Source: an optimization exercise on an open RTL-to-GDS flow (aim: small area and a short achievable clock period). Production flows keep margins and buffers that such runs may drop.
In this exercise RTL edits were held to simulation tests only and were not proved equivalent to the original.

## the previous run
Design uart_circle_area, start of the top module:
module uart_circle_area (
  input         clock,
  input         reset,
  input         rx_i,
  output [7:0]  rx_data,
  output [31:0] area_o,
  output reg    rx_data_valid,
  output reg    rx_error
);
  localparam IDLE = 4'b0000, CHECK_STOP = 4'b0001, ERROR = 4'b0010;
  reg [3:0]  state;
  reg [7:0]  shift;
  reg [17:0] acc;
  reg [1:0]  vg;
  wire       in_data = state[3];
  wire [2:0] cnt     = state[2:0];
  wire       in_cs   = (state == CHECK_STOP);
  wire       in_idle = (state == IDLE);
  always @(posedge clock) begin
    if (reset) begin
      state <= IDLE;
      shift <= 8'd0;
      rx_data_valid <= 1'b0;
      vg <= 2'b00;
      rx_error <= 1'b0;
    end else begin
      rx_error <= (state == ERROR);
      rx_data_valid <= in_cs ? rx_i : (in_idle & rx_data_valid);
      vg[0] <= in_cs ? rx_i : (in_idle & vg[0]);
      vg[1] <= in_cs ? rx_i : (in_idle & vg[1]);
      if (in_data) begin
        shift <= {rx_i, shift[7:1]};
        state <= (cnt == 3'd7) ? CHECK_STOP : state + 4'd1;
      end else if (in_cs) begin
        state <= rx_i ? IDLE : ERROR;
      end else if (in_idle) begin
        if (!rx_i) state <= 4'b1000;
      end else begin
        if (rx_i) state <= IDLE;
      end
    end
  end
  wire [7:0] mask = {cnt != 3'd0, cnt > 3'd1, cnt > 3'd2, cnt > 3'd3,
                     cnt > 3'd4, cnt > 3'd5, cnt > 3'd6, 1'b0};
  wire [7:0] sp   = shift & mask;
  wire [6:0] ahi  = (cnt == 3'd0) ? 7'd0 : acc[17:11];
  wire [8:0] sum;
  wire [8:2] sc;
  assign sum[0] = ahi[0];
  assign sum[1] = ahi[1] ^ sp[1];
  assign sc[2]  = ahi[1] & sp[1];
  genvar gi;
  generate
    for (gi = 2; gi < 7; gi = gi + 1) begin : g_sadd
  ...
Settings: LEC_CHECK=0, ABC_AREA=1, CAP_MARGIN=20, CORE_MARGIN=2, CORE_UTILIZATION=40, SLEW_MARGIN=20, SYNTH_HIERARCHICAL=1; clock period 24.0 ns.
standard.sh (not shown) runs the stock make flow with config.mk's settings and CLKGATE_MAP_FILE= SYNTH_SCRIPT=/design/flow/synth_recipe.tcl, a recipe that flattens the netlist after the stock synthesis.
==> flow/flow/run.sh <==
#!/bin/bash
# The standard layout (the standard.sh: unchanged synthesis and steps) with
# these differences:
# - the port buffers that global placement puts on every input and output are
#   sky130_fd_sc_hd__buf_2 instead of the resizer's pick;
# - clock tree synthesis uses clkbuf_8 buffers and no dummy loads;
# - the tie-low cell that synthesis makes is not split into one cell per load
#   (SKIP_REPAIR_TIE_FANOUT), so the constant outputs share it.
cp standard.sh standard.sh.txt
export BUFFER_PORTS_ARGS="-buffer_cell sky130_fd_sc_hd__buf_2"
export CTS_ARGS="-sink_clustering_enable -repair_clock_nets -sink_clustering_size 64 -sink_clustering_max_diameter 400 -buf_list sky130_fd_sc_hd__clkbuf_8 -root_buf sky130_fd_sc_hd__clkbuf_8 -dont_use_dummy_load"
export SKIP_REPAIR_TIE_FANOUT=1
bash standard.sh > standard.log 2>&1
The inputs of the current run differ from those of the previous run as listed below.
==> flow/flow/run.sh <==
#!/bin/bash
# The standard layout (the standard.sh: unchanged synthesis and steps) with
# these differences:
# - the port buffers that global placement puts on every input and output are
#   sky130_fd_sc_hd__buf_1 instead of the resizer's pick;
# - clock tree synthesis uses clkbuf_8 buffers and no dummy loads;
# - the tie-low cell that synthesis makes is not split into one cell per load
#   (SKIP_REPAIR_TIE_FANOUT), so the constant outputs share it.
cp standard.sh standard.sh.txt
export BUFFER_PORTS_ARGS="-buffer_cell sky130_fd_sc_hd__buf_1"
export CTS_ARGS="-sink_clustering_enable -repair_clock_nets -sink_clustering_size 64 -sink_clustering_max_diameter 400 -buf_list sky130_fd_sc_hd__clkbuf_8 -root_buf sky130_fd_sc_hd__clkbuf_8 -dont_use_dummy_load"
export SKIP_REPAIR_TIE_FANOUT=1
bash standard.sh > standard.log 2>&1
==> comparison <==
Portion of the clock cycle consumed by the worst path in the final layout is lower on the previous run. Via count (lower): the current run. The current run ends up with a total wire length after detailed routing that is 2.2% higher than in the previous run. Lower time the worst path needs with I/O delays and setup was reported by the previous run, not the current run. The current run against the previous run: number of nets at the end of the flow went down by about 0.4%; number of standard cells in the layout, taps in and fillers out fell 2.

## static timing again, ports no longer ideal
The flow's constraints put no driver on any port. The routed layouts listed below were extracted and timed again, unchanged, in two steps. Step 1 assumes that a clkbuf_16 drives the clock port and a buf_2 every other input. Step 2 times the ports against the registers' clock, not the clock port: input delays grow and output delays shrink by t, the midpoint of the rising clock arrivals with the driver on. a / b / c = ideal ports / drivers / drivers and shift; a / b = the first two.
| run | t (ns) | slack for setup (ns) | latest minus earliest clock arrival (ns) | worst data-port slew with drivers (ns) |
|---|---|---|---|---|
| the previous run | 0.322 | 17.977 / 17.943 / 18.265 | 0.017 / 0.016 | 0.03 |
| the current run | 0.313 | 17.925 / 17.895 / 18.195 | 0.010 / 0.010 | 0.03 |
After both steps every run listed still meets setup and hold.
